From an optimization exercise on the open Yosys and OpenROAD flow, aimed at small area and a short achievable clock period; shortcuts taken in it are not production practice.
Function was not checked in any run shown here: the RTL went through the layout flow alone.
Power figures rest on the tool's default switching activity, not on a simulated workload.

<file path="flow/flow/run.sh">
#!/bin/bash
# Standard ORFS layout, but the port buffers use the smallest buffer cell
# (sky130_fd_sc_hd__buf_1) instead of the resizer's default choice.
set -euo pipefail
echo 'export BUFFER_PORTS_ARGS = -buffer_cell sky130_fd_sc_hd__buf_1' >> config.mk
bash standard.sh > standard_flow.log 2>&1
</file>
<file path="flow/standard.sh">
#!/bin/bash
# synth_recipe.tcl (not shown) runs the flow's synth.tcl, then flattens the netlist and writes it again
# the make line also repeats each setting of config.mk as NAME=value (left out here)
make -C /OpenROAD-flow-scripts/flow DESIGN_CONFIG=/design/flow/config.mk WORK_HOME=/design/flow/orfs CLKGATE_MAP_FILE= SYNTH_SCRIPT=/design/flow/synth_recipe.tcl "${@:-finish}"
</file>
<file path="flow/config.mk">
export PLATFORM = sky130hd
export DESIGN_NAME = pwl
export DESIGN_NICKNAME = pwl
export VERILOG_FILES = /design/flow/design.v
export SDC_FILE = /design/flow/constraint.sdc
export NUM_CORES = 4
export LEC_CHECK = 0
export CAP_MARGIN = 20
export CORE_MARGIN = 2
export CORE_UTILIZATION = 40
export CTS_BUF_LIST = sky130_fd_sc_hd__clkbuf_4 sky130_fd_sc_hd__clkbuf_8
export SLEW_MARGIN = 20
export SYNTH_HIERARCHICAL = 1
export BUFFER_PORTS_ARGS = -buffer_cell sky130_fd_sc_hd__buf_1
</file>
<file path="flow/constraint.sdc">
create_clock -name core_clock -period 9.0 [get_ports {clk}]
set_input_delay 1.8000 -clock core_clock [delete_from_list [all_inputs] [get_ports {clk}]]
set_output_delay 1.8000 -clock core_clock [all_outputs]
set_load 0.01 [all_outputs]
</file>
<file path="flow/design.v">
module pwl(
  input signed [13:0] x,
  input signed [13:0] x0,
  input signed [13:0] x1,
  input signed [13:0] x2,
  input signed [13:0] x3,
  input signed [13:0] x4,
  input signed [13:0] x5,
  input signed [13:0] x6,
  input signed [13:0] x7,
  input signed [13:0] x8,
  input signed [13:0] k0,
  input signed [13:0] k1,
  input signed [13:0] k2,
  input signed [13:0] k3,
  input signed [13:0] k4,
  input signed [13:0] k5,
  input signed [13:0] k6,
  input signed [13:0] k7,
  input signed [13:0] k8,
  input signed [13:0] k9,
  input signed [13:0] b0,
  input signed [13:0] b1,
  input signed [13:0] b2,
  input signed [13:0] b3,
  input signed [13:0] b4,
  input signed [13:0] b5,
  input signed [13:0] b6,
  input signed [13:0] b7,
  input signed [13:0] b8,
  input signed [13:0] b9,
  input clk,
  output reg signed [27:0] out
);
wire [8:0] ge;
pwl_ge14 u_ge0(.a(x), .b(x0), .y(ge[0]));
pwl_ge14 u_ge1(.a(x), .b(x1), .y(ge[1]));
pwl_ge14 u_ge2(.a(x), .b(x2), .y(ge[2]));
pwl_ge14 u_ge3(.a(x), .b(x3), .y(ge[3]));
pwl_ge14 u_ge4(.a(x), .b(x4), .y(ge[4]));
pwl_ge14 u_ge5(.a(x), .b(x5), .y(ge[5]));
pwl_ge14 u_ge6(.a(x), .b(x6), .y(ge[6]));
pwl_ge14 u_ge7(.a(x), .b(x7), .y(ge[7]));
pwl_ge14 u_ge8(.a(x), .b(x8), .y(ge[8]));
wire [9:0] sel;
assign sel[0] = ~ge[8];
assign sel[1] = ge[8] & ~ge[7];
assign sel[2] = ge[7] & ~ge[6];
assign sel[3] = ge[6] & ~ge[5];
assign sel[4] = ge[5] & ~ge[4];
assign sel[5] = ge[4] & ~ge[3];
assign sel[6] = ge[3] & ~ge[2];
assign sel[7] = ge[2] & ~ge[1];
assign sel[8] = ge[1] & ~ge[0];
assign sel[9] = ge[0];
wire [27:0] kb_sel;
genvar g;
generate for (g = 0; g < 28; g = g + 1) begin : selb
  wire [9:0] d;
  if (g < 14) begin : kk
    assign d = {k9[g], k8[g], k7[g], k6[g], k5[g], k4[g], k3[g], k2[g], k1[g], k0[g]};
  end else begin : bb
    assign d = {b9[g-14], b8[g-14], b7[g-14], b6[g-14], b5[g-14], b4[g-14], b3[g-14], b2[g-14], b1[g-14], b0[g-14]};
  end
  pwl_sel10 u_sel(.s(sel), .d(d), .y(kb_sel[g]));
end endgenerate
wire [14:0] xe = {x, 1'b0};
wire [6:0] one_d, two_d, neg_d;
generate for (g = 0; g < 7; g = g + 1) begin : enc
  assign one_d[g] = xe[2*g+1] ^ xe[2*g];
  assign two_d[g] = (xe[2*g+2] & ~xe[2*g+1] & ~xe[2*g]) | (~xe[2*g+2] & xe[2*g+1] & xe[2*g]);
  assign neg_d[g] = xe[2*g+2];
end endgenerate
reg [13:0] k_r, b_r;
reg [6:0] one_r, two_r, neg_r;
always @(posedge clk) begin
  k_r <= kb_sel[13:0]; b_r <= kb_sel[27:14];
  one_r <= one_d; two_r <= two_d; neg_r <= neg_d;
end
wire pp0_0;
wire pp0_1;
wire pp0_2;
wire pp0_3;
wire pp0_4;
wire pp0_5;
wire pp0_6;
wire pp0_7;
wire pp0_8;
wire pp0_9;
wire pp0_10;
wire pp0_11;
wire pp0_12;
wire pp0_13;
wire pp0_14;
wire pp1_0;
wire pp1_1;
wire pp1_2;
wire pp1_3;
wire pp1_4;
wire pp1_5;
wire pp1_6;
wire pp1_7;
wire pp1_8;
wire pp1_9;
wire pp1_10;
wire pp1_11;
wire pp1_12;
wire pp1_13;
wire pp1_14;
wire pp2_0;
wire pp2_1;
wire pp2_2;
wire pp2_3;
wire pp2_4;
wire pp2_5;
wire pp2_6;
wire pp2_7;
wire pp2_8;
wire pp2_9;
wire pp2_10;
wire pp2_11;
wire pp2_12;
wire pp2_13;
wire pp2_14;
wire pp3_0;
wire pp3_1;
wire pp3_2;
wire pp3_3;
wire pp3_4;
wire pp3_5;
wire pp3_6;
wire pp3_7;
wire pp3_8;
wire pp3_9;
wire pp3_10;
wire pp3_11;
wire pp3_12;
wire pp3_13;
wire pp3_14;
wire pp4_0;
wire pp4_1;
wire pp4_2;
wire pp4_3;
wire pp4_4;
wire pp4_5;
wire pp4_6;
wire pp4_7;
wire pp4_8;
wire pp4_9;
wire pp4_10;
wire pp4_11;
wire pp4_12;
wire pp4_13;
wire pp4_14;
wire pp5_0;
wire pp5_1;
wire pp5_2;
wire pp5_3;
wire pp5_4;
wire pp5_5;
wire pp5_6;
wire pp5_7;
wire pp5_8;
wire pp5_9;
wire pp5_10;
wire pp5_11;
wire pp5_12;
wire pp5_13;
wire pp5_14;
wire pp6_0;
wire pp6_1;
wire pp6_2;
wire pp6_3;
wire pp6_4;
wire pp6_5;
wire pp6_6;
wire pp6_7;
wire pp6_8;
wire pp6_9;
wire pp6_10;
wire pp6_11;
wire pp6_12;
wire pp6_13;
wire pp6_14;
wire b13n;
wire n1;
wire n2;
wire n3;
wire n4;
wire n5;
wire n6;
wire n7;
wire s8, c9;
wire s10, c11;
wire s12, c13;
wire s14, c15;
wire s16, c17;
wire s18, c19;
wire s20, c21;
wire s22, c23;
wire s24, c25;
wire s26, c27;
wire s28, c29;
wire s30, c31;
wire s32, c33;
wire s34, c35;
wire s36, c37;
wire s38, c39;
wire s40, c41;
wire s42, c43;
wire s44, c45;
wire s46, c47;
wire s48, c49;
wire s50, c51;
wire s52, c53;
wire s54, c55;
wire s56, c57;
wire s58, c59;
wire s60, c61;
wire s62, c63;
wire s64, c65;
wire s66, c67;
wire s68, c69;
wire s70, c71;
wire s72, c73;
wire s74, c75;
wire s76, c77;
wire s78, c79;
wire s80, c81;
wire s82, c83;
wire s84, c85;
wire s86, c87;
wire s88, c89;
wire s90, c91;
wire s92, c93;
wire s94, c95;
wire s96, c97;
wire s98, c99;
wire s100, c101;
wire s102, c103;
wire s104, c105;
wire s106, c107;
wire s108, c109;
wire s110, c111;
wire s112, c113;
wire s114, c115;
wire s116, c117;
wire s118, c119;
wire s120, c121;
wire s122, c123;
wire s124, c125;
wire s126, c127;
wire s128, c129;
wire s130, c131;
wire s132, c133;
wire s134, c135;
wire s136, c137;
wire s138, c139;
wire s140, c141;
wire s142, c143;
wire s144, c145;
wire s146, c147;
wire s148, c149;
wire s150, c151;
wire s152, c153;
wire s154, c155;
wire s156, c157;
wire s158, c159;
wire s160, c161;
wire s162, c163;
wire s164, c165;
wire s166, c167;
wire s168, c169;
wire s170, c171;
wire s172, c173;
wire s174, c175;
wire s176, c177;
wire s178, c179;
wire s180, c181;
wire s182, c183;
wire s184, c185;
wire s186, c187;
wire s188, c189;
wire s190, c191;
wire s192, c193;
wire s194, c195;
wire s196, c197;
wire s198, c199;
wire s200, c201;
wire s202, c203;
wire s204, c205;
wire s206, c207;
wire s208, c209;
wire s210, c211;
wire s212, c213;
wire s214, c215;
wire s216, c217;
pwl_bpp0 u_pp0_0(.k1(k_r[0]), .one(one_r[0]), .neg(neg_r[0]), .y(pp0_0));
pwl_bpp u_pp0_1(.k1(k_r[1]), .k0(k_r[0]), .one(one_r[0]), .two(two_r[0]), .neg(neg_r[0]), .y(pp0_1));
pwl_bpp u_pp0_2(.k1(k_r[2]), .k0(k_r[1]), .one(one_r[0]), .two(two_r[0]), .neg(neg_r[0]), .y(pp0_2));
pwl_bpp u_pp0_3(.k1(k_r[3]), .k0(k_r[2]), .one(one_r[0]), .two(two_r[0]), .neg(neg_r[0]), .y(pp0_3));
pwl_bpp u_pp0_4(.k1(k_r[4]), .k0(k_r[3]), .one(one_r[0]), .two(two_r[0]), .neg(neg_r[0]), .y(pp0_4));
pwl_bpp u_pp0_5(.k1(k_r[5]), .k0(k_r[4]), .one(one_r[0]), .two(two_r[0]), .neg(neg_r[0]), .y(pp0_5));
pwl_bpp u_pp0_6(.k1(k_r[6]), .k0(k_r[5]), .one(one_r[0]), .two(two_r[0]), .neg(neg_r[0]), .y(pp0_6));
pwl_bpp u_pp0_7(.k1(k_r[7]), .k0(k_r[6]), .one(one_r[0]), .two(two_r[0]), .neg(neg_r[0]), .y(pp0_7));
pwl_bpp u_pp0_8(.k1(k_r[8]), .k0(k_r[7]), .one(one_r[0]), .two(two_r[0]), .neg(neg_r[0]), .y(pp0_8));
pwl_bpp u_pp0_9(.k1(k_r[9]), .k0(k_r[8]), .one(one_r[0]), .two(two_r[0]), .neg(neg_r[0]), .y(pp0_9));
pwl_bpp u_pp0_10(.k1(k_r[10]), .k0(k_r[9]), .one(one_r[0]), .two(two_r[0]), .neg(neg_r[0]), .y(pp0_10));
pwl_bpp u_pp0_11(.k1(k_r[11]), .k0(k_r[10]), .one(one_r[0]), .two(two_r[0]), .neg(neg_r[0]), .y(pp0_11));
pwl_bpp u_pp0_12(.k1(k_r[12]), .k0(k_r[11]), .one(one_r[0]), .two(two_r[0]), .neg(neg_r[0]), .y(pp0_12));
pwl_bpp u_pp0_13(.k1(k_r[13]), .k0(k_r[12]), .one(one_r[0]), .two(two_r[0]), .neg(neg_r[0]), .y(pp0_13));
pwl_bppn u_pp0_14(.k1(k_r[13]), .k0(k_r[13]), .one(one_r[0]), .two(two_r[0]), .neg(neg_r[0]), .y(pp0_14));
pwl_bpp0 u_pp1_0(.k1(k_r[0]), .one(one_r[1]), .neg(neg_r[1]), .y(pp1_0));
pwl_bpp u_pp1_1(.k1(k_r[1]), .k0(k_r[0]), .one(one_r[1]), .two(two_r[1]), .neg(neg_r[1]), .y(pp1_1));
pwl_bpp u_pp1_2(.k1(k_r[2]), .k0(k_r[1]), .one(one_r[1]), .two(two_r[1]), .neg(neg_r[1]), .y(pp1_2));
pwl_bpp u_pp1_3(.k1(k_r[3]), .k0(k_r[2]), .one(one_r[1]), .two(two_r[1]), .neg(neg_r[1]), .y(pp1_3));
pwl_bpp u_pp1_4(.k1(k_r[4]), .k0(k_r[3]), .one(one_r[1]), .two(two_r[1]), .neg(neg_r[1]), .y(pp1_4));
pwl_bpp u_pp1_5(.k1(k_r[5]), .k0(k_r[4]), .one(one_r[1]), .two(two_r[1]), .neg(neg_r[1]), .y(pp1_5));
pwl_bpp u_pp1_6(.k1(k_r[6]), .k0(k_r[5]), .one(one_r[1]), .two(two_r[1]), .neg(neg_r[1]), .y(pp1_6));
pwl_bpp u_pp1_7(.k1(k_r[7]), .k0(k_r[6]), .one(one_r[1]), .two(two_r[1]), .neg(neg_r[1]), .y(pp1_7));
pwl_bpp u_pp1_8(.k1(k_r[8]), .k0(k_r[7]), .one(one_r[1]), .two(two_r[1]), .neg(neg_r[1]), .y(pp1_8));
pwl_bpp u_pp1_9(.k1(k_r[9]), .k0(k_r[8]), .one(one_r[1]), .two(two_r[1]), .neg(neg_r[1]), .y(pp1_9));
pwl_bpp u_pp1_10(.k1(k_r[10]), .k0(k_r[9]), .one(one_r[1]), .two(two_r[1]), .neg(neg_r[1]), .y(pp1_10));
pwl_bpp u_pp1_11(.k1(k_r[11]), .k0(k_r[10]), .one(one_r[1]), .two(two_r[1]), .neg(neg_r[1]), .y(pp1_11));
pwl_bpp u_pp1_12(.k1(k_r[12]), .k0(k_r[11]), .one(one_r[1]), .two(two_r[1]), .neg(neg_r[1]), .y(pp1_12));
pwl_bpp u_pp1_13(.k1(k_r[13]), .k0(k_r[12]), .one(one_r[1]), .two(two_r[1]), .neg(neg_r[1]), .y(pp1_13));
pwl_bppn u_pp1_14(.k1(k_r[13]), .k0(k_r[13]), .one(one_r[1]), .two(two_r[1]), .neg(neg_r[1]), .y(pp1_14));
pwl_bpp0 u_pp2_0(.k1(k_r[0]), .one(one_r[2]), .neg(neg_r[2]), .y(pp2_0));
pwl_bpp u_pp2_1(.k1(k_r[1]), .k0(k_r[0]), .one(one_r[2]), .two(two_r[2]), .neg(neg_r[2]), .y(pp2_1));
pwl_bpp u_pp2_2(.k1(k_r[2]), .k0(k_r[1]), .one(one_r[2]), .two(two_r[2]), .neg(neg_r[2]), .y(pp2_2));
pwl_bpp u_pp2_3(.k1(k_r[3]), .k0(k_r[2]), .one(one_r[2]), .two(two_r[2]), .neg(neg_r[2]), .y(pp2_3));
pwl_bpp u_pp2_4(.k1(k_r[4]), .k0(k_r[3]), .one(one_r[2]), .two(two_r[2]), .neg(neg_r[2]), .y(pp2_4));
pwl_bpp u_pp2_5(.k1(k_r[5]), .k0(k_r[4]), .one(one_r[2]), .two(two_r[2]), .neg(neg_r[2]), .y(pp2_5));
pwl_bpp u_pp2_6(.k1(k_r[6]), .k0(k_r[5]), .one(one_r[2]), .two(two_r[2]), .neg(neg_r[2]), .y(pp2_6));
pwl_bpp u_pp2_7(.k1(k_r[7]), .k0(k_r[6]), .one(one_r[2]), .two(two_r[2]), .neg(neg_r[2]), .y(pp2_7));
pwl_bpp u_pp2_8(.k1(k_r[8]), .k0(k_r[7]), .one(one_r[2]), .two(two_r[2]), .neg(neg_r[2]), .y(pp2_8));
pwl_bpp u_pp2_9(.k1(k_r[9]), .k0(k_r[8]), .one(one_r[2]), .two(two_r[2]), .neg(neg_r[2]), .y(pp2_9));
pwl_bpp u_pp2_10(.k1(k_r[10]), .k0(k_r[9]), .one(one_r[2]), .two(two_r[2]), .neg(neg_r[2]), .y(pp2_10));
pwl_bpp u_pp2_11(.k1(k_r[11]), .k0(k_r[10]), .one(one_r[2]), .two(two_r[2]), .neg(neg_r[2]), .y(pp2_11));
pwl_bpp u_pp2_12(.k1(k_r[12]), .k0(k_r[11]), .one(one_r[2]), .two(two_r[2]), .neg(neg_r[2]), .y(pp2_12));
pwl_bpp u_pp2_13(.k1(k_r[13]), .k0(k_r[12]), .one(one_r[2]), .two(two_r[2]), .neg(neg_r[2]), .y(pp2_13));
pwl_bppn u_pp2_14(.k1(k_r[13]), .k0(k_r[13]), .one(one_r[2]), .two(two_r[2]), .neg(neg_r[2]), .y(pp2_14));
pwl_bpp0 u_pp3_0(.k1(k_r[0]), .one(one_r[3]), .neg(neg_r[3]), .y(pp3_0));
pwl_bpp u_pp3_1(.k1(k_r[1]), .k0(k_r[0]), .one(one_r[3]), .two(two_r[3]), .neg(neg_r[3]), .y(pp3_1));
pwl_bpp u_pp3_2(.k1(k_r[2]), .k0(k_r[1]), .one(one_r[3]), .two(two_r[3]), .neg(neg_r[3]), .y(pp3_2));
pwl_bpp u_pp3_3(.k1(k_r[3]), .k0(k_r[2]), .one(one_r[3]), .two(two_r[3]), .neg(neg_r[3]), .y(pp3_3));
pwl_bpp u_pp3_4(.k1(k_r[4]), .k0(k_r[3]), .one(one_r[3]), .two(two_r[3]), .neg(neg_r[3]), .y(pp3_4));
pwl_bpp u_pp3_5(.k1(k_r[5]), .k0(k_r[4]), .one(one_r[3]), .two(two_r[3]), .neg(neg_r[3]), .y(pp3_5));
pwl_bpp u_pp3_6(.k1(k_r[6]), .k0(k_r[5]), .one(one_r[3]), .two(two_r[3]), .neg(neg_r[3]), .y(pp3_6));
pwl_bpp u_pp3_7(.k1(k_r[7]), .k0(k_r[6]), .one(one_r[3]), .two(two_r[3]), .neg(neg_r[3]), .y(pp3_7));
pwl_bpp u_pp3_8(.k1(k_r[8]), .k0(k_r[7]), .one(one_r[3]), .two(two_r[3]), .neg(neg_r[3]), .y(pp3_8));
pwl_bpp u_pp3_9(.k1(k_r[9]), .k0(k_r[8]), .one(one_r[3]), .two(two_r[3]), .neg(neg_r[3]), .y(pp3_9));
pwl_bpp u_pp3_10(.k1(k_r[10]), .k0(k_r[9]), .one(one_r[3]), .two(two_r[3]), .neg(neg_r[3]), .y(pp3_10));
pwl_bpp u_pp3_11(.k1(k_r[11]), .k0(k_r[10]), .one(one_r[3]), .two(two_r[3]), .neg(neg_r[3]), .y(pp3_11));
pwl_bpp u_pp3_12(.k1(k_r[12]), .k0(k_r[11]), .one(one_r[3]), .two(two_r[3]), .neg(neg_r[3]), .y(pp3_12));
pwl_bpp u_pp3_13(.k1(k_r[13]), .k0(k_r[12]), .one(one_r[3]), .two(two_r[3]), .neg(neg_r[3]), .y(pp3_13));
pwl_bppn u_pp3_14(.k1(k_r[13]), .k0(k_r[13]), .one(one_r[3]), .two(two_r[3]), .neg(neg_r[3]), .y(pp3_14));
pwl_bpp0 u_pp4_0(.k1(k_r[0]), .one(one_r[4]), .neg(neg_r[4]), .y(pp4_0));
pwl_bpp u_pp4_1(.k1(k_r[1]), .k0(k_r[0]), .one(one_r[4]), .two(two_r[4]), .neg(neg_r[4]), .y(pp4_1));
pwl_bpp u_pp4_2(.k1(k_r[2]), .k0(k_r[1]), .one(one_r[4]), .two(two_r[4]), .neg(neg_r[4]), .y(pp4_2));
pwl_bpp u_pp4_3(.k1(k_r[3]), .k0(k_r[2]), .one(one_r[4]), .two(two_r[4]), .neg(neg_r[4]), .y(pp4_3));
pwl_bpp u_pp4_4(.k1(k_r[4]), .k0(k_r[3]), .one(one_r[4]), .two(two_r[4]), .neg(neg_r[4]), .y(pp4_4));
pwl_bpp u_pp4_5(.k1(k_r[5]), .k0(k_r[4]), .one(one_r[4]), .two(two_r[4]), .neg(neg_r[4]), .y(pp4_5));
pwl_bpp u_pp4_6(.k1(k_r[6]), .k0(k_r[5]), .one(one_r[4]), .two(two_r[4]), .neg(neg_r[4]), .y(pp4_6));
pwl_bpp u_pp4_7(.k1(k_r[7]), .k0(k_r[6]), .one(one_r[4]), .two(two_r[4]), .neg(neg_r[4]), .y(pp4_7));
pwl_bpp u_pp4_8(.k1(k_r[8]), .k0(k_r[7]), .one(one_r[4]), .two(two_r[4]), .neg(neg_r[4]), .y(pp4_8));
pwl_bpp u_pp4_9(.k1(k_r[9]), .k0(k_r[8]), .one(one_r[4]), .two(two_r[4]), .neg(neg_r[4]), .y(pp4_9));
pwl_bpp u_pp4_10(.k1(k_r[10]), .k0(k_r[9]), .one(one_r[4]), .two(two_r[4]), .neg(neg_r[4]), .y(pp4_10));
pwl_bpp u_pp4_11(.k1(k_r[11]), .k0(k_r[10]), .one(one_r[4]), .two(two_r[4]), .neg(neg_r[4]), .y(pp4_11));
pwl_bpp u_pp4_12(.k1(k_r[12]), .k0(k_r[11]), .one(one_r[4]), .two(two_r[4]), .neg(neg_r[4]), .y(pp4_12));
pwl_bpp u_pp4_13(.k1(k_r[13]), .k0(k_r[12]), .one(one_r[4]), .two(two_r[4]), .neg(neg_r[4]), .y(pp4_13));
pwl_bppn u_pp4_14(.k1(k_r[13]), .k0(k_r[13]), .one(one_r[4]), .two(two_r[4]), .neg(neg_r[4]), .y(pp4_14));
pwl_bpp0 u_pp5_0(.k1(k_r[0]), .one(one_r[5]), .neg(neg_r[5]), .y(pp5_0));
pwl_bpp u_pp5_1(.k1(k_r[1]), .k0(k_r[0]), .one(one_r[5]), .two(two_r[5]), .neg(neg_r[5]), .y(pp5_1));
pwl_bpp u_pp5_2(.k1(k_r[2]), .k0(k_r[1]), .one(one_r[5]), .two(two_r[5]), .neg(neg_r[5]), .y(pp5_2));
pwl_bpp u_pp5_3(.k1(k_r[3]), .k0(k_r[2]), .one(one_r[5]), .two(two_r[5]), .neg(neg_r[5]), .y(pp5_3));
pwl_bpp u_pp5_4(.k1(k_r[4]), .k0(k_r[3]), .one(one_r[5]), .two(two_r[5]), .neg(neg_r[5]), .y(pp5_4));
pwl_bpp u_pp5_5(.k1(k_r[5]), .k0(k_r[4]), .one(one_r[5]), .two(two_r[5]), .neg(neg_r[5]), .y(pp5_5));
pwl_bpp u_pp5_6(.k1(k_r[6]), .k0(k_r[5]), .one(one_r[5]), .two(two_r[5]), .neg(neg_r[5]), .y(pp5_6));
pwl_bpp u_pp5_7(.k1(k_r[7]), .k0(k_r[6]), .one(one_r[5]), .two(two_r[5]), .neg(neg_r[5]), .y(pp5_7));
pwl_bpp u_pp5_8(.k1(k_r[8]), .k0(k_r[7]), .one(one_r[5]), .two(two_r[5]), .neg(neg_r[5]), .y(pp5_8));
pwl_bpp u_pp5_9(.k1(k_r[9]), .k0(k_r[8]), .one(one_r[5]), .two(two_r[5]), .neg(neg_r[5]), .y(pp5_9));
pwl_bpp u_pp5_10(.k1(k_r[10]), .k0(k_r[9]), .one(one_r[5]), .two(two_r[5]), .neg(neg_r[5]), .y(pp5_10));
pwl_bpp u_pp5_11(.k1(k_r[11]), .k0(k_r[10]), .one(one_r[5]), .two(two_r[5]), .neg(neg_r[5]), .y(pp5_11));
pwl_bpp u_pp5_12(.k1(k_r[12]), .k0(k_r[11]), .one(one_r[5]), .two(two_r[5]), .neg(neg_r[5]), .y(pp5_12));
pwl_bpp u_pp5_13(.k1(k_r[13]), .k0(k_r[12]), .one(one_r[5]), .two(two_r[5]), .neg(neg_r[5]), .y(pp5_13));
pwl_bppn u_pp5_14(.k1(k_r[13]), .k0(k_r[13]), .one(one_r[5]), .two(two_r[5]), .neg(neg_r[5]), .y(pp5_14));
pwl_bpp0 u_pp6_0(.k1(k_r[0]), .one(one_r[6]), .neg(neg_r[6]), .y(pp6_0));
pwl_bpp u_pp6_1(.k1(k_r[1]), .k0(k_r[0]), .one(one_r[6]), .two(two_r[6]), .neg(neg_r[6]), .y(pp6_1));
pwl_bpp u_pp6_2(.k1(k_r[2]), .k0(k_r[1]), .one(one_r[6]), .two(two_r[6]), .neg(neg_r[6]), .y(pp6_2));
pwl_bpp u_pp6_3(.k1(k_r[3]), .k0(k_r[2]), .one(one_r[6]), .two(two_r[6]), .neg(neg_r[6]), .y(pp6_3));
pwl_bpp u_pp6_4(.k1(k_r[4]), .k0(k_r[3]), .one(one_r[6]), .two(two_r[6]), .neg(neg_r[6]), .y(pp6_4));
pwl_bpp u_pp6_5(.k1(k_r[5]), .k0(k_r[4]), .one(one_r[6]), .two(two_r[6]), .neg(neg_r[6]), .y(pp6_5));
pwl_bpp u_pp6_6(.k1(k_r[6]), .k0(k_r[5]), .one(one_r[6]), .two(two_r[6]), .neg(neg_r[6]), .y(pp6_6));
pwl_bpp u_pp6_7(.k1(k_r[7]), .k0(k_r[6]), .one(one_r[6]), .two(two_r[6]), .neg(neg_r[6]), .y(pp6_7));
pwl_bpp u_pp6_8(.k1(k_r[8]), .k0(k_r[7]), .one(one_r[6]), .two(two_r[6]), .neg(neg_r[6]), .y(pp6_8));
pwl_bpp u_pp6_9(.k1(k_r[9]), .k0(k_r[8]), .one(one_r[6]), .two(two_r[6]), .neg(neg_r[6]), .y(pp6_9));
pwl_bpp u_pp6_10(.k1(k_r[10]), .k0(k_r[9]), .one(one_r[6]), .two(two_r[6]), .neg(neg_r[6]), .y(pp6_10));
pwl_bpp u_pp6_11(.k1(k_r[11]), .k0(k_r[10]), .one(one_r[6]), .two(two_r[6]), .neg(neg_r[6]), .y(pp6_11));
pwl_bpp u_pp6_12(.k1(k_r[12]), .k0(k_r[11]), .one(one_r[6]), .two(two_r[6]), .neg(neg_r[6]), .y(pp6_12));
pwl_bpp u_pp6_13(.k1(k_r[13]), .k0(k_r[12]), .one(one_r[6]), .two(two_r[6]), .neg(neg_r[6]), .y(pp6_13));
pwl_bppn u_pp6_14(.k1(k_r[13]), .k0(k_r[13]), .one(one_r[6]), .two(two_r[6]), .neg(neg_r[6]), .y(pp6_14));
assign b13n = ~b_r[13];
assign n1 = ~b13n;
assign n2 = ~pp6_3;
assign n3 = ~pp6_5;
assign n4 = ~pp6_7;
assign n5 = ~pp6_9;
assign n6 = ~pp6_11;
assign n7 = ~pp6_13;
pwl_ha u_s8(.a(pp0_8), .b(pp1_6), .s(s8), .co(c9));
pwl_ha u_s10(.a(pp0_9), .b(pp1_7), .s(s10), .co(c11));
pwl_fa u_s12(.a(pp0_10), .b(pp1_8), .c(pp2_6), .s(s12), .co(c13));
pwl_ha u_s14(.a(pp3_4), .b(pp4_2), .s(s14), .co(c15));
pwl_fa u_s16(.a(pp0_11), .b(pp1_9), .c(pp2_7), .s(s16), .co(c17));
pwl_ha u_s18(.a(pp3_5), .b(pp4_3), .s(s18), .co(c19));
pwl_fa u_s20(.a(pp0_12), .b(pp1_10), .c(pp2_8), .s(s20), .co(c21));
pwl_fa u_s22(.a(pp3_6), .b(pp4_4), .c(pp5_2), .s(s22), .co(c23));
pwl_ha u_s24(.a(pp6_0), .b(neg_r[6]), .s(s24), .co(c25));
pwl_fa u_s26(.a(pp0_13), .b(pp1_11), .c(pp2_9), .s(s26), .co(c27));
pwl_fa u_s28(.a(pp3_7), .b(pp4_5), .c(pp5_3), .s(s28), .co(c29));
pwl_ha u_s30(.a(pp6_1), .b(n1), .s(s30), .co(c31));
pwl_fa u_s32(.a(pp0_14), .b(pp1_12), .c(pp2_10), .s(s32), .co(c33));
pwl_fa u_s34(.a(pp3_8), .b(pp4_6), .c(pp5_4), .s(s34), .co(c35));
pwl_ha u_s36(.a(pp6_2), .b(b13n), .s(s36), .co(c37));
pwl_fa u_s38(.a(pp1_13), .b(pp2_11), .c(pp3_9), .s(s38), .co(c39));
pwl_ha u_s40(.a(pp4_7), .b(pp5_5), .s(s40), .co(c41));
pwl_fa u_s42(.a(pp1_14), .b(pp2_12), .c(pp3_10), .s(s42), .co(c43));
pwl_ha u_s44(.a(pp4_8), .b(pp5_6), .s(s44), .co(c45));
pwl_ha u_s46(.a(pp2_13), .b(pp3_11), .s(s46), .co(c47));
pwl_ha u_s48(.a(pp2_14), .b(pp3_12), .s(s48), .co(c49));
pwl_ha u_s50(.a(pp0_4), .b(pp1_2), .s(s50), .co(c51));
pwl_ha u_s52(.a(pp0_5), .b(pp1_3), .s(s52), .co(c53));
pwl_fa u_s54(.a(pp0_6), .b(pp1_4), .c(pp2_2), .s(s54), .co(c55));
pwl_ha u_s56(.a(pp3_0), .b(neg_r[3]), .s(s56), .co(c57));
pwl_fa u_s58(.a(pp0_7), .b(pp1_5), .c(pp2_3), .s(s58), .co(c59));
pwl_ha u_s60(.a(pp3_1), .b(b_r[7]), .s(s60), .co(c61));
pwl_fa u_s62(.a(s8), .b(pp2_4), .c(pp3_2), .s(s62), .co(c63));
pwl_fa u_s64(.a(pp4_0), .b(neg_r[4]), .c(b_r[8]), .s(s64), .co(c65));
pwl_fa u_s66(.a(c9), .b(s10), .c(pp2_5), .s(s66), .co(c67));
pwl_fa u_s68(.a(pp3_3), .b(pp4_1), .c(b_r[9]), .s(s68), .co(c69));
pwl_fa u_s70(.a(c11), .b(s12), .c(s14), .s(s70), .co(c71));
pwl_fa u_s72(.a(pp5_0), .b(neg_r[5]), .c(b_r[10]), .s(s72), .co(c73));
pwl_fa u_s74(.a(c13), .b(c15), .c(s16), .s(s74), .co(c75));
pwl_fa u_s76(.a(s18), .b(pp5_1), .c(b_r[11]), .s(s76), .co(c77));
pwl_fa u_s78(.a(c17), .b(c19), .c(s20), .s(s78), .co(c79));
pwl_fa u_s80(.a(s22), .b(s24), .c(b_r[12]), .s(s80), .co(c81));
pwl_fa u_s82(.a(c21), .b(c23), .c(c25), .s(s82), .co(c83));
pwl_fa u_s84(.a(s26), .b(s28), .c(s30), .s(s84), .co(c85));
pwl_fa u_s86(.a(c27), .b(c29), .c(c31), .s(s86), .co(c87));
pwl_fa u_s88(.a(s32), .b(s34), .c(s36), .s(s88), .co(c89));
pwl_fa u_s90(.a(c33), .b(c35), .c(c37), .s(s90), .co(c91));
pwl_fa u_s92(.a(s38), .b(s40), .c(n2), .s(s92), .co(c93));
pwl_fa u_s94(.a(c39), .b(c41), .c(s42), .s(s94), .co(c95));
pwl_fa u_s96(.a(s44), .b(pp6_4), .c(pp6_3), .s(s96), .co(c97));
pwl_fa u_s98(.a(c43), .b(c45), .c(s46), .s(s98), .co(c99));
pwl_fa u_s100(.a(pp4_9), .b(pp5_7), .c(n3), .s(s100), .co(c101));
pwl_fa u_s102(.a(c47), .b(s48), .c(pp4_10), .s(s102), .co(c103));
pwl_fa u_s104(.a(pp5_8), .b(pp6_6), .c(pp6_5), .s(s104), .co(c105));
pwl_fa u_s106(.a(c49), .b(pp3_13), .c(pp4_11), .s(s106), .co(c107));
pwl_ha u_s108(.a(pp5_9), .b(n4), .s(s108), .co(c109));
pwl_fa u_s110(.a(pp3_14), .b(pp4_12), .c(pp5_10), .s(s110), .co(c111));
pwl_ha u_s112(.a(pp6_8), .b(pp6_7), .s(s112), .co(c113));
pwl_ha u_s114(.a(pp4_13), .b(pp5_11), .s(s114), .co(c115));
pwl_ha u_s116(.a(pp4_14), .b(pp5_12), .s(s116), .co(c117));
pwl_ha u_s118(.a(pp0_2), .b(pp1_0), .s(s118), .co(c119));
pwl_ha u_s120(.a(pp0_3), .b(pp1_1), .s(s120), .co(c121));
pwl_fa u_s122(.a(s50), .b(pp2_0), .c(neg_r[2]), .s(s122), .co(c123));
pwl_fa u_s124(.a(c51), .b(s52), .c(pp2_1), .s(s124), .co(c125));
pwl_fa u_s126(.a(c53), .b(s54), .c(s56), .s(s126), .co(c127));
pwl_fa u_s128(.a(c55), .b(c57), .c(s58), .s(s128), .co(c129));
pwl_fa u_s130(.a(c59), .b(c61), .c(s62), .s(s130), .co(c131));
pwl_fa u_s132(.a(c63), .b(c65), .c(s66), .s(s132), .co(c133));
pwl_fa u_s134(.a(c67), .b(c69), .c(s70), .s(s134), .co(c135));
pwl_fa u_s136(.a(c71), .b(c73), .c(s74), .s(s136), .co(c137));
pwl_fa u_s138(.a(c75), .b(c77), .c(s78), .s(s138), .co(c139));
pwl_fa u_s140(.a(c79), .b(c81), .c(s82), .s(s140), .co(c141));
pwl_fa u_s142(.a(c83), .b(c85), .c(s86), .s(s142), .co(c143));
pwl_fa u_s144(.a(c87), .b(c89), .c(s90), .s(s144), .co(c145));
pwl_fa u_s146(.a(c91), .b(c93), .c(s94), .s(s146), .co(c147));
pwl_fa u_s148(.a(c95), .b(c97), .c(s98), .s(s148), .co(c149));
pwl_fa u_s150(.a(c99), .b(c101), .c(s102), .s(s150), .co(c151));
pwl_fa u_s152(.a(c103), .b(c105), .c(s106), .s(s152), .co(c153));
pwl_fa u_s154(.a(c107), .b(c109), .c(s110), .s(s154), .co(c155));
pwl_fa u_s156(.a(c111), .b(c113), .c(s114), .s(s156), .co(c157));
pwl_fa u_s158(.a(c115), .b(s116), .c(pp6_10), .s(s158), .co(c159));
pwl_ha u_s160(.a(c117), .b(pp5_13), .s(s160), .co(c161));
pwl_ha u_s162(.a(pp5_14), .b(pp6_12), .s(s162), .co(c163));
pwl_ha u_s164(.a(pp0_0), .b(neg_r[0]), .s(s164), .co(c165));
pwl_ha u_s166(.a(pp0_1), .b(b_r[1]), .s(s166), .co(c167));
pwl_fa u_s168(.a(s118), .b(neg_r[1]), .c(b_r[2]), .s(s168), .co(c169));
pwl_fa u_s170(.a(c119), .b(s120), .c(b_r[3]), .s(s170), .co(c171));
pwl_fa u_s172(.a(c121), .b(s122), .c(b_r[4]), .s(s172), .co(c173));
pwl_fa u_s174(.a(c123), .b(s124), .c(b_r[5]), .s(s174), .co(c175));
pwl_fa u_s176(.a(c125), .b(s126), .c(b_r[6]), .s(s176), .co(c177));
pwl_fa u_s178(.a(c127), .b(s128), .c(s60), .s(s178), .co(c179));
pwl_fa u_s180(.a(c129), .b(s130), .c(s64), .s(s180), .co(c181));
pwl_fa u_s182(.a(c131), .b(s132), .c(s68), .s(s182), .co(c183));
pwl_fa u_s184(.a(c133), .b(s134), .c(s72), .s(s184), .co(c185));
pwl_fa u_s186(.a(c135), .b(s136), .c(s76), .s(s186), .co(c187));
pwl_fa u_s188(.a(c137), .b(s138), .c(s80), .s(s188), .co(c189));
pwl_fa u_s190(.a(c139), .b(s140), .c(s84), .s(s190), .co(c191));
pwl_fa u_s192(.a(c141), .b(s142), .c(s88), .s(s192), .co(c193));
pwl_fa u_s194(.a(c143), .b(s144), .c(s92), .s(s194), .co(c195));
pwl_fa u_s196(.a(c145), .b(s146), .c(s96), .s(s196), .co(c197));
pwl_fa u_s198(.a(c147), .b(s148), .c(s100), .s(s198), .co(c199));
pwl_fa u_s200(.a(c149), .b(s150), .c(s104), .s(s200), .co(c201));
pwl_fa u_s202(.a(c151), .b(s152), .c(s108), .s(s202), .co(c203));
pwl_fa u_s204(.a(c153), .b(s154), .c(s112), .s(s204), .co(c205));
pwl_fa u_s206(.a(c155), .b(s156), .c(n5), .s(s206), .co(c207));
pwl_fa u_s208(.a(c157), .b(s158), .c(pp6_9), .s(s208), .co(c209));
pwl_fa u_s210(.a(c159), .b(s160), .c(n6), .s(s210), .co(c211));
pwl_fa u_s212(.a(c161), .b(s162), .c(pp6_11), .s(s212), .co(c213));
pwl_ha u_s214(.a(c163), .b(n7), .s(s214), .co(c215));
pwl_ha u_s216(.a(pp6_14), .b(pp6_13), .s(s216), .co(c217));
reg [54:0] r2;
always @(posedge clk) r2 <= {c217, s216, c215, s214, c213, s212, c211, s210, c209, s208, c207, s206, c205, s204, c203, s202, c201, s200, c199, s198, c197, s196, c195, s194, c193, s192, c191, s190, c189, s188, c187, s186, c185, s184, c183, s182, c181, s180, c179, s178, c177, s176, c175, s174, c173, s172, c171, s170, c169, s168, c167, s166, c165, b_r[0], s164};
wire cs218, cc219;
pwl_ha u_cs218(.a(r2[0]), .b(r2[1]), .s(cs218), .co(cc219));
wire cs220, cc221;
pwl_fa u_cs220(.a(r2[2]), .b(r2[3]), .c(cc219), .s(cs220), .co(cc221));
wire cs222, cc223;
pwl_fa u_cs222(.a(r2[4]), .b(r2[5]), .c(cc221), .s(cs222), .co(cc223));
wire cs224, cc225;
pwl_fa u_cs224(.a(r2[6]), .b(r2[7]), .c(cc223), .s(cs224), .co(cc225));
wire cs226, cc227;
pwl_fa u_cs226(.a(r2[8]), .b(r2[9]), .c(cc225), .s(cs226), .co(cc227));
wire cs228, cc229;
pwl_fa u_cs228(.a(r2[10]), .b(r2[11]), .c(cc227), .s(cs228), .co(cc229));
wire cs230, cc231;
pwl_fa u_cs230(.a(r2[12]), .b(r2[13]), .c(cc229), .s(cs230), .co(cc231));
wire cs232, cc233;
pwl_ha u_cs232(.a(r2[14]), .b(r2[15]), .s(cs232), .co(cc233));
wire cs234, cc235;
pwl_fa u_cs234(.a(r2[16]), .b(r2[17]), .c(cc233), .s(cs234), .co(cc235));
wire cs236, cc237;
pwl_fa u_cs236(.a(r2[18]), .b(r2[19]), .c(cc235), .s(cs236), .co(cc237));
wire cs238, cc239;
pwl_fa u_cs238(.a(r2[20]), .b(r2[21]), .c(cc237), .s(cs238), .co(cc239));
wire cs240, cc241;
pwl_fa u_cs240(.a(r2[22]), .b(r2[23]), .c(cc239), .s(cs240), .co(cc241));
wire cs242, cc243;
pwl_fa u_cs242(.a(r2[24]), .b(r2[25]), .c(cc241), .s(cs242), .co(cc243));
wire cs244, cc245;
pwl_fa u_cs244(.a(r2[26]), .b(r2[27]), .c(cc243), .s(cs244), .co(cc245));
wire cin246 = cc231;
wire cin247 = cc245 | ((cs232 & cs234 & cs236 & cs238 & cs240 & cs242 & cs244) & cin246);
wire cs248, cc249;
pwl_ha u_cs248(.a(r2[28]), .b(r2[29]), .s(cs248), .co(cc249));
wire cs250, cc251;
pwl_fa u_cs250(.a(r2[30]), .b(r2[31]), .c(cc249), .s(cs250), .co(cc251));
wire cs252, cc253;
pwl_fa u_cs252(.a(r2[32]), .b(r2[33]), .c(cc251), .s(cs252), .co(cc253));
wire cs254, cc255;
pwl_fa u_cs254(.a(r2[34]), .b(r2[35]), .c(cc253), .s(cs254), .co(cc255));
wire cs256, cc257;
pwl_fa u_cs256(.a(r2[36]), .b(r2[37]), .c(cc255), .s(cs256), .co(cc257));
wire cs258, cc259;
pwl_fa u_cs258(.a(r2[38]), .b(r2[39]), .c(cc257), .s(cs258), .co(cc259));
wire cs260, cc261;
pwl_fa u_cs260(.a(r2[40]), .b(r2[41]), .c(cc259), .s(cs260), .co(cc261));
wire cin262 = cin247;
wire cin263 = cc261 | ((cs248 & cs250 & cs252 & cs254 & cs256 & cs258 & cs260) & cin262);
wire cs264, cc265;
pwl_ha u_cs264(.a(r2[42]), .b(r2[43]), .s(cs264), .co(cc265));
wire cs266, cc267;
pwl_fa u_cs266(.a(r2[44]), .b(r2[45]), .c(cc265), .s(cs266), .co(cc267));
wire cs268, cc269;
pwl_fa u_cs268(.a(r2[46]), .b(r2[47]), .c(cc267), .s(cs268), .co(cc269));
wire cs270, cc271;
pwl_fa u_cs270(.a(r2[48]), .b(r2[49]), .c(cc269), .s(cs270), .co(cc271));
wire cs272, cc273;
pwl_fa u_cs272(.a(r2[50]), .b(r2[51]), .c(cc271), .s(cs272), .co(cc273));
wire cs274, cc275;
pwl_fa u_cs274(.a(r2[52]), .b(r2[53]), .c(cc273), .s(cs274), .co(cc275));
wire cs276;
assign cs276 = ~(r2[54] ^ cc275);
wire cin278 = cin263;
wire cin279 = 1'b0 | ((cs264 & cs266 & cs268 & cs270 & cs272 & cs274 & cs276) & cin278);
wire [27:0] res = {(cs276 ^ (cin278 & cs264 & cs266 & cs268 & cs270 & cs272 & cs274)), (cs274 ^ (cin278 & cs264 & cs266 & cs268 & cs270 & cs272)), (cs272 ^ (cin278 & cs264 & cs266 & cs268 & cs270)), (cs270 ^ (cin278 & cs264 & cs266 & cs268)), (cs268 ^ (cin278 & cs264 & cs266)), (cs266 ^ (cin278 & cs264)), (cs264 ^ (cin278)), (cs260 ^ (cin262 & cs248 & cs250 & cs252 & cs254 & cs256 & cs258)), (cs258 ^ (cin262 & cs248 & cs250 & cs252 & cs254 & cs256)), (cs256 ^ (cin262 & cs248 & cs250 & cs252 & cs254)), (cs254 ^ (cin262 & cs248 & cs250 & cs252)), (cs252 ^ (cin262 & cs248 & cs250)), (cs250 ^ (cin262 & cs248)), (cs248 ^ (cin262)), (cs244 ^ (cin246 & cs232 & cs234 & cs236 & cs238 & cs240 & cs242)), (cs242 ^ (cin246 & cs232 & cs234 & cs236 & cs238 & cs240)), (cs240 ^ (cin246 & cs232 & cs234 & cs236 & cs238)), (cs238 ^ (cin246 & cs232 & cs234 & cs236)), (cs236 ^ (cin246 & cs232 & cs234)), (cs234 ^ (cin246 & cs232)), (cs232 ^ (cin246)), cs230, cs228, cs226, cs224, cs222, cs220, cs218};
always @(posedge clk) out <= res;
endmodule
module pwl_ge14(input [13:0] a, input [13:0] b, output y);
  wire [13:0] ua = {~a[13], a[12:0]};
  wire [13:0] ub = {~b[13], b[12:0]};
  wire [13:0] g = ua & ~ub;
  wire [13:0] p = ua | ~ub;
  wire g10 = g[1] | (p[1] & p[0]);
  wire g32 = g[3] | (p[3] & g[2]);  wire p32 = p[3] & p[2];
  wire g54 = g[5] | (p[5] & g[4]);  wire p54 = p[5] & p[4];
  wire g76 = g[7] | (p[7] & g[6]);  wire p76 = p[7] & p[6];
  wire g98 = g[9] | (p[9] & g[8]);  wire p98 = p[9] & p[8];
  wire gba = g[11] | (p[11] & g[10]); wire pba = p[11] & p[10];
  wire gdc = g[13] | (p[13] & g[12]); wire pdc = p[13] & p[12];
  wire g3_0 = g32 | (p32 & g10);
  wire g7_4 = g76 | (p76 & g54); wire p7_4 = p76 & p54;
  wire gb_8 = gba | (pba & g98); wire pb_8 = pba & p98;
  wire g7_0 = g7_4 | (p7_4 & g3_0);
  wire gd_8 = gdc | (pdc & gb_8); wire pd_8 = pdc & pb_8;
  assign y = gd_8 | (pd_8 & g7_0);
endmodule
module pwl_sel10(input [9:0] s, input [9:0] d, output y);
  assign y = |(s & d);
endmodule
module pwl_bpp(input k1, input k0, input one, input two, input neg, output y);
  assign y = ((one & k1) | (two & k0)) ^ neg;
endmodule
module pwl_bpp0(input k1, input one, input neg, output y);
  assign y = (one & k1) ^ neg;
endmodule
module pwl_bppn(input k1, input k0, input one, input two, input neg, output y);
  assign y = ~(((one & k1) | (two & k0)) ^ neg);
endmodule
module pwl_fa(input a, input b, input c, output s, output co);
  assign s = a ^ b ^ c;
  assign co = (a & b) | (a & c) | (b & c);
endmodule
module pwl_ha(input a, input b, output s, output co);
  assign s = a ^ b;
  assign co = a & b;
endmodule
module pwl_ha1(input a, input b, output s, output co);
  assign s = ~(a ^ b);
  assign co = a | b;
endmodule
module pwl_ha_nn(input a, input b, output s, output co);
  assign s = a ^ b;
  assign co = ~(a | b);
endmodule
module pwl_ha_pn(input a, input b, output s, output co);
  assign s = a ^ b;
  assign co = a & ~b;
endmodule
</file>
==> results.json, run 1 <==
{
  "status": "finished clean",
  "die_w_um": 175,
  "ant_nets": 0,
  "synth.top_cell.area_share_pct": 22.7,
  "critPathRequiredTime_ns": 9.37,
  "multi_input_area_um2": 8660,
  "ys_ff_latch": 132,
  "yosys.area_share.adder_pct": 25.1,
  "clock_skew_ns": 0.0187,
  "start_util_pct": 40.6,
  "worstSetupPathType": "reg2reg",
  "io_pins": 449,
  "pwr_density_cell_nw_per_um2": 265,
  "drt-met1-wl_um": 20800,
  "max-clock-path-buffers": 2,
  "syn_area_per_cell_um2": 11.1,
  "numPortBuffers": 448,
  "antenna_found_initial": 10,
  "synth_top_family_by_area": "compound AO/OA/AOI/OAI gates",
  "synth_area_leaders": "dfxtp_1, fa_1, a22oi_2",
  "finalPower_w": 0.00382,
  "path_clk_slew_ns": 0.11,
  "syn-cell-area_um2": 11600,
  "critPathLaunchType": "flip-flop",
  "crit_path_end_kind": "flip-flop",
  "vias_per_cell": 5.73,
  "p_leak_nw": 5.31,
  "vias": 11100,
  "post_cts_resized": 0,
  "fp.dieH_um": 175,
  "slew_violations": 0,
  "place_hpwl_um": 38900,
  "cap_violations": 0,
  "grt_pass1_wl_um": 70400,
  "core_um2": 28700,
  "drive_gt1_share_pct": 15.8,
  "syn_nets": 1619,
  "drc": 0,
  "finalHoldViolations": 0,
  "grt_start_max_net_pins": 30,
  "worst-path-max-fanout": 2,
  "rsz0062_at_grt": "false",
  "top_layer": "met4",
  "synth_top_cell_by_area": "dfxtp_1",
  "ys_top_cells_by_count": "dfxtp_1, a22oi_1, fa_1, xnor2_1",
  "wl_um": 48000,
  "first_iter_violations": 841,
  "crit_arrival_ns": 5.34,
  "synth-simple-area-share_pct": 9.36,
  "dr_wl_met3_um": 2720,
  "gp_congestion": 1.01,
  "finalCritPeriodShare_pct": 55.2,
  "fmax_mhz": 201,
  "htree_levels": 4,
  "syn_inst": 1048,
  "nets": 2107,
  "postCtsSetupBuffers": 0,
  "synth_most_common_cell": "dfxtp_1",
  "cts_root_buffer": "clkbuf_8",
  "ys.flop_type": "dfxtp_1",
  "post_synth_xor_area_fraction_pct": 8.65,
  "ys_warn_count": 7,
  "grt-ovfl-total": 0,
  "fill_cells": 2799,
  "grt_use_total_pct": 30.9,
  "fin_setup_tns_ns": 0,
  "setup_viol": 0,
  "min_period_ns": 4.97,
  "cts-hold-fix-buffers": 0,
  "rows": 62,
  "cts_tree": "built",
  "synth_edf_count": 0,
  "tightestPinTransition_ns": 1.06,
  "yosysSeqAreaShare_pct": 22.7,
  "async_reset_ff_share_pct": 0,
  "syn_to_final_growth_pct": 24.1,
  "numCtsBuffers": 17,
  "synth_cell_type_count": 33,
  "die_area_um2": 30500,
  "seqCellArea_um2": 2640,
  "grt_pass1_vias": 11200,
  "holdCritPathClass": "reg2reg",
  "clock_latency_ns": 0.47,
  "avgRoutedWirePerCell_um": 24.7,
  "drtPass1Iterations": 5,
  "muxShareOfSynthArea_pct": 0,
  "ir_worst_vdd_uv": 130,
  "slew_headroom_pct": 29.2,
  "synth-compound-area-share_pct": 31.1,
  "wl_met2_um": 23100,
  "numClockSinks": 132
}
==> metal layers <==
metal / vias up / GRT usage [%]
met5: - / 0
met4: 0 / 11.7
met3: 77 / 3.72
met2: 476 / 51.0
met1: 5607 / 41.7
li1: 4975 / -
==> registers in the layout (all words and copies together) (netlist names) <==
register / count
r2: 55
out: 28
b_r: 14
k_r: 14
neg_r: 7
one_r: 7
two_r: 7
==> where the power goes <==
group	switching, W	total [W]	internal [W]
Combinational	0.00115	0.00218	0.00103
Clock	0.000307	0.000545	0.000238
Sequential	0.000231	0.00110	0.000872
==> cells in the final DEF, fill, tap and decap left out, types with 21 or more instances in the layout <==
| master | count |
|---|---|
| fa_1 | 101 |
| dfxtp_1 | 132 |
| a22o_1 | 28 |
| ha_1 | 49 |
| inv_1 | 98 |
| xnor2_1 | 99 |
| o22ai_1 | 27 |
| nor2_1 | 21 |
| a22oi_1 | 102 |
| nand2b_1 | 30 |
| nand4_1 | 31 |
| a22oi_2 | 98 |
| buf_1 | 446 |
| a221oi_2 | 28 |
| nor2b_1 | 28 |
==> Yosys stat by module (local to each module, per instance) <==
module     cells  flops+latches  area, um2
pwl_bppn       2              0       21.3
pwl_ha         1              0       12.5
pwl_bpp        2              0       21.3
pwl_bpp0       2              0       12.5
pwl_fa         1              0       20.0
pwl          205            132       3190
pwl_sel10      6              0       52.6
pwl_ge14      37              0        267
==> worst max-delay path, stage by stage, from the launching register on <==
cell      delay, ns
dfxtp_1        0.33
ha_1           0.20
fa_1           0.39
fa_1           0.41
fa_1           0.40
fa_1           0.43
fa_1           0.40
fa_1           0.48
nand4_1        0.16
o21bai_2       0.11
a21o_1         0.18
ha_1           0.18
ha_1           0.18
ha_1           0.19
ha_1           0.19
ha_1           0.18
ha_1           0.19
xor2_1         0.15
xnor2_1        0.13
==> final timing paths <==
check / startpoint / to / slack (ns) / cells past startpoint
worst min register to register: b_r[0] / r2[1] / 0.35 / 0
worst max register to register: r2[0] / out[27] / 4.03 / 18
worst min-delay path: b_r[0] / r2[1] / 0.35 / 0
worst max-delay path: r2[0] / out[27] / 4.03 / 18
==> cell type report <==
type | instances | share of cell area, %
sequential | 132 | 18.3
timing repair buffer | 469 | 12.8
clock buffer | 17 | 1.62
tap | 384 | 3.33
inverter | 98 | 2.55
antenna | 11 | 0.191
clock inverter | 15 | 1.27
multi-input combinational | 818 | 60.0
==> metrics by stage <==
step	util [%]	instance area (um2)	worst slack [ns]	hold WS, ns	std cells
floorplan	-	11600	3.98	0.310	1048
global placement	48.7	14000	4.03	0.333	1900
detailed placement	48.8	14000	4.02	0.333	1901
CTS	50.2	14400	4.00	0.356	1933
global route	50.3	14400	3.82	0.360	1943
finish	50.3	14400	4.03	0.353	1944
==> kinds of logic (layout without fill, tap and decap cells) <==
logic type | after synthesis | in the layout
flops | 132 | 132
buf+inv | 98 | 599
other cells | 0 | 11
fa+ha+maj | 177 | 177
simple gates | 163 | 163
compound gates | 363 | 363
xor+xnor | 115 | 115
==> inputs of run 2 (changes only) <==
--- a/flow/config.mk
+++ b/flow/config.mk
@@ -11,2 +11,3 @@
 export CTS_BUF_LIST = sky130_fd_sc_hd__clkbuf_4 sky130_fd_sc_hd__clkbuf_8
+export SETUP_SLACK_MARGIN = 5
 export SLEW_MARGIN = 20
==> run 2 against run 1 <==
  * Still clean on timing, DRC and antenna
  * Sequential share of layout area is 0.29 points lower
  * Routed wire length shrank 7.2%
  * Die area is the same
  * Sequential power about the same
  * Critical path type unchanged
  * Critical endpoint unchanged
  * Largest power group unchanged
==> results.json, run 2 <==
{
  "status": "finished clean",
  "syn-cell-area_um2": 11600,
  "syn_to_final_growth_pct": 26.4,
  "cts_root_buffer": "clkbuf_8",
  "tightestPinTransition_ns": 1.05,
  "drive_gt1_share_pct": 18.9,
  "die_area_um2": 30500,
  "mostFrequentLayoutCell": "buf_1",
  "path_clk_slew_ns": 0.09,
  "critPathLaunchType": "flip-flop",
  "ys_warn_count": 7,
  "htree_levels": 4,
  "numPortBuffers": 448,
  "rsz0062_at_grt": "true",
  "antenna_found_initial": 13,
  "slew_violations": 0,
  "numCtsBuffers": 17,
  "pwr_density_cell_nw_per_um2": 278,
  "syn_nets": 1619,
  "grt_use_total_pct": 28.8,
  "nets": 2107,
  "setup_viol": 0,
  "fin_setup_tns_ns": 0,
  "first_iter_violations": 755,
  "fmax_mhz": 226,
  "worstSetupPathType": "reg2reg",
  "vias": 11000,
  "gp_congestion": 1.01,
  "core_um2": 28700,
  "final_cell_mix": "buf_1, dfxtp_1, a22oi_1",
  "cts-hold-fix-buffers": 0,
  "holdCritPathClass": "reg2reg",
  "critPathRequiredTime_ns": 9.35,
  "vias_per_cell": 5.66,
  "crit_path_end_kind": "flip-flop",
  "clock_skew_ns": 0.0144,
  "synth_top_cell_by_area": "dfxtp_1",
  "die_w_um": 175,
  "finalCritPeriodShare_pct": 49.2,
  "synth_most_common_cell": "dfxtp_1",
  "largest-register": "r2",
  "p_leak_nw": 5.28,
  "synth_area_leaders": "dfxtp_1, fa_1, a22oi_2",
  "ys.flop_type": "dfxtp_1",
  "cap_violations": 0,
  "place_area_um2": 14100,
  "place_hpwl_um": 36100,
  "drc": 0,
  "ant_nets": 0,
  "finalHoldViolations": 0,
  "ys_top_cells_by_count": "dfxtp_1, a22oi_1, fa_1, xnor2_1",
  "syn_area_per_cell_um2": 11.1,
  "grt_pass1_wl_um": 66500,
  "fp.dieH_um": 175,
  "rows": 62,
  "async_reset_ff_share_pct": 0,
  "wl_um": 44600,
  "start_util_pct": 40.6,
  "min_period_ns": 4.43,
  "worst-path-max-fanout": 2,
  "clock_latency_ns": 0.46,
  "synth_edf_count": 0,
  "top_regs": "r2 x55, out x28",
  "grt_pass1_vias": 11200,
  "design_area_um2": 14700,
  "ys_ff_latch": 132,
  "grt-ovfl-total": 0,
  "yosysSeqAreaShare_pct": 22.7,
  "grt_start_max_net_pins": 30,
  "syn_inst": 1048,
  "numClockSinks": 132,
  "max-clock-path-buffers": 2,
  "ir_worst_vdd_uv": 137,
  "synth.top_cell.area_share_pct": 22.7,
  "crit_arrival_ns": 4.78,
  "slew_headroom_pct": 29.9,
  "drtPass1Iterations": 6,
  "synth_cell_type_count": 33,
  "io_pins": 449,
  "cts_tree": "built",
  "avgRoutedWirePerCell_um": 22.9,
  "largest_register_ffs": 55
}
run 2: timing repair:
item,4_1_cts,5_1_grt
setup endpoints to repair,37,37
hold endpoints to repair,0,0
resized for setup,29,18
setup buffers,3,1
pin swaps,3,6
run 2: worst max-delay path, cell delays in order, from the launching register on:
cell and delay (ns):
dfxtp_2 0.32, ha_2 0.17, fa_2 0.34, fa_2 0.36, fa_2 0.37, fa_2 0.39, fa_2 0.36, fa_2 0.37
nand4_1 0.13, o21bai_2 0.10, a21o_1 0.18, ha_2 0.18, ha_4 0.16, ha_4 0.15, ha_4 0.15, ha_4 0.15
ha_4 0.15, xor2_2 0.14, xnor2_1 0.13
run 2: layout make-up:
cell class / instances / area, um2
fill: 2763 / 14000
multi-input combinational: 818 / 8920
sequential: 132 / 2650
timing repair buffer: 469 / 1890
tap: 384 / 480
inverter: 98 / 368
clock buffer: 20 / 256
clock inverter: 12 / 123
antenna: 14 / 35.0
run 2: final timing paths:
| path | slack, ns | start | cells after the start | to |
|---|---|---|---|---|
| hold reg to reg | 0.34 | b_r[0] | 0 | r2[1] |
| setup reg to reg | 4.57 | r2[0] | 18 | out[27] |
| hold / removal | 0.34 | b_r[0] | 0 | r2[1] |
| setup / recovery | 4.57 | r2[0] | 18 | out[27] |
run 2: per-stage QoR:
stage	util, %	worst slack (ns)	hold WS, ns	std cells	power [W]
detailed placement	49.1	4.28	0.331	1897	0.00349
global route	51.3	4.45	0.357	1944	0.00450
CTS	50.9	4.56	0.352	1932	0.00409
floorplan	-	4.76	0.310	1048	0.00263
global placement	49.0	3.96	0.338	1896	0.00344
finish	51.3	4.57	0.342	1947	0.00410
run 2: kinds of logic after synthesis:
kind of cell | Yosys count | synth area share (%)
buffers and inverters | 98 | 3.16
and+or+nand+nor | 163 | 9.36
adders and majority gates | 177 | 25.1
AOI/OAI and AO/OA | 363 | 31.1
xor gates and xnor gates | 115 | 8.65
DFF | 132 | 22.7
run 2: layer usage:
metal  vias to the layer above  GRT usage [%]  wire, um
li1                       4976              -         -
met5                         -              0        13
met2                       511           44.0     20100
met4                         2           12.9      1740
met1                      5438           38.3     19100
met3                        99           7.75      3610
run 2: report_power, final:
part	internal (W)	total, W	switching (W)
registers	0.000875	0.00112	0.000248
logic	0.00123	0.00248	0.00126
clock network	0.000233	0.000492	0.000260
total	0.00233	0.00410	0.00176
run 2: per-module statistics from Yosys (local to each module, per instance):
module     area [um2]  times used
pwl              3190           1
pwl_ge14          267           9
pwl_sel10        52.6          28
pwl_bpp          21.3          91
pwl_bppn         21.3           7
pwl_fa           20.0         101
pwl_bpp0         12.5           7
pwl_ha           12.5          31

separate check: timing with driven ports:
No port has a modelled driver above. Below, the same layouts with a new extraction and two added sets of constraints.
Step 1 (the two cells are an assumption about what drives the block):
set clk [get_ports {clk}]
set_driving_cell -lib_cell sky130_fd_sc_hd__clkbuf_16 $clk
set_driving_cell -lib_cell sky130_fd_sc_hd__buf_2 [delete_from_list [all_inputs] $clk]
Step 2 adds t to the input delays and takes it off the output delays; t is the mean of the earliest and latest rising clock arrival at the registers after step 1. Input paths then give back, and output paths get back, about the clock's delay inside the block.
a / b / c = ideal / step 1 / step 2; a / b = the first two.
| run | shift t [ns] | setup WS [ns] | hold WS [ns] | worst register clock-pin slew, ns | worst data-port slew with drivers (ns) |
|---|---|---|---|---|---|
| run 1 | 0.508 | 4.029 / 4.029 / 4.029 | 0.353 / 0.353 / 0.353 | 0.11 / 0.11 | 0.11 |
| run 2 | 0.499 | 4.572 / 4.572 / 4.572 | 0.342 / 0.342 / 0.342 | 0.09 / 0.09 | 0.13 |
After both steps setup and hold are still met in every run listed.
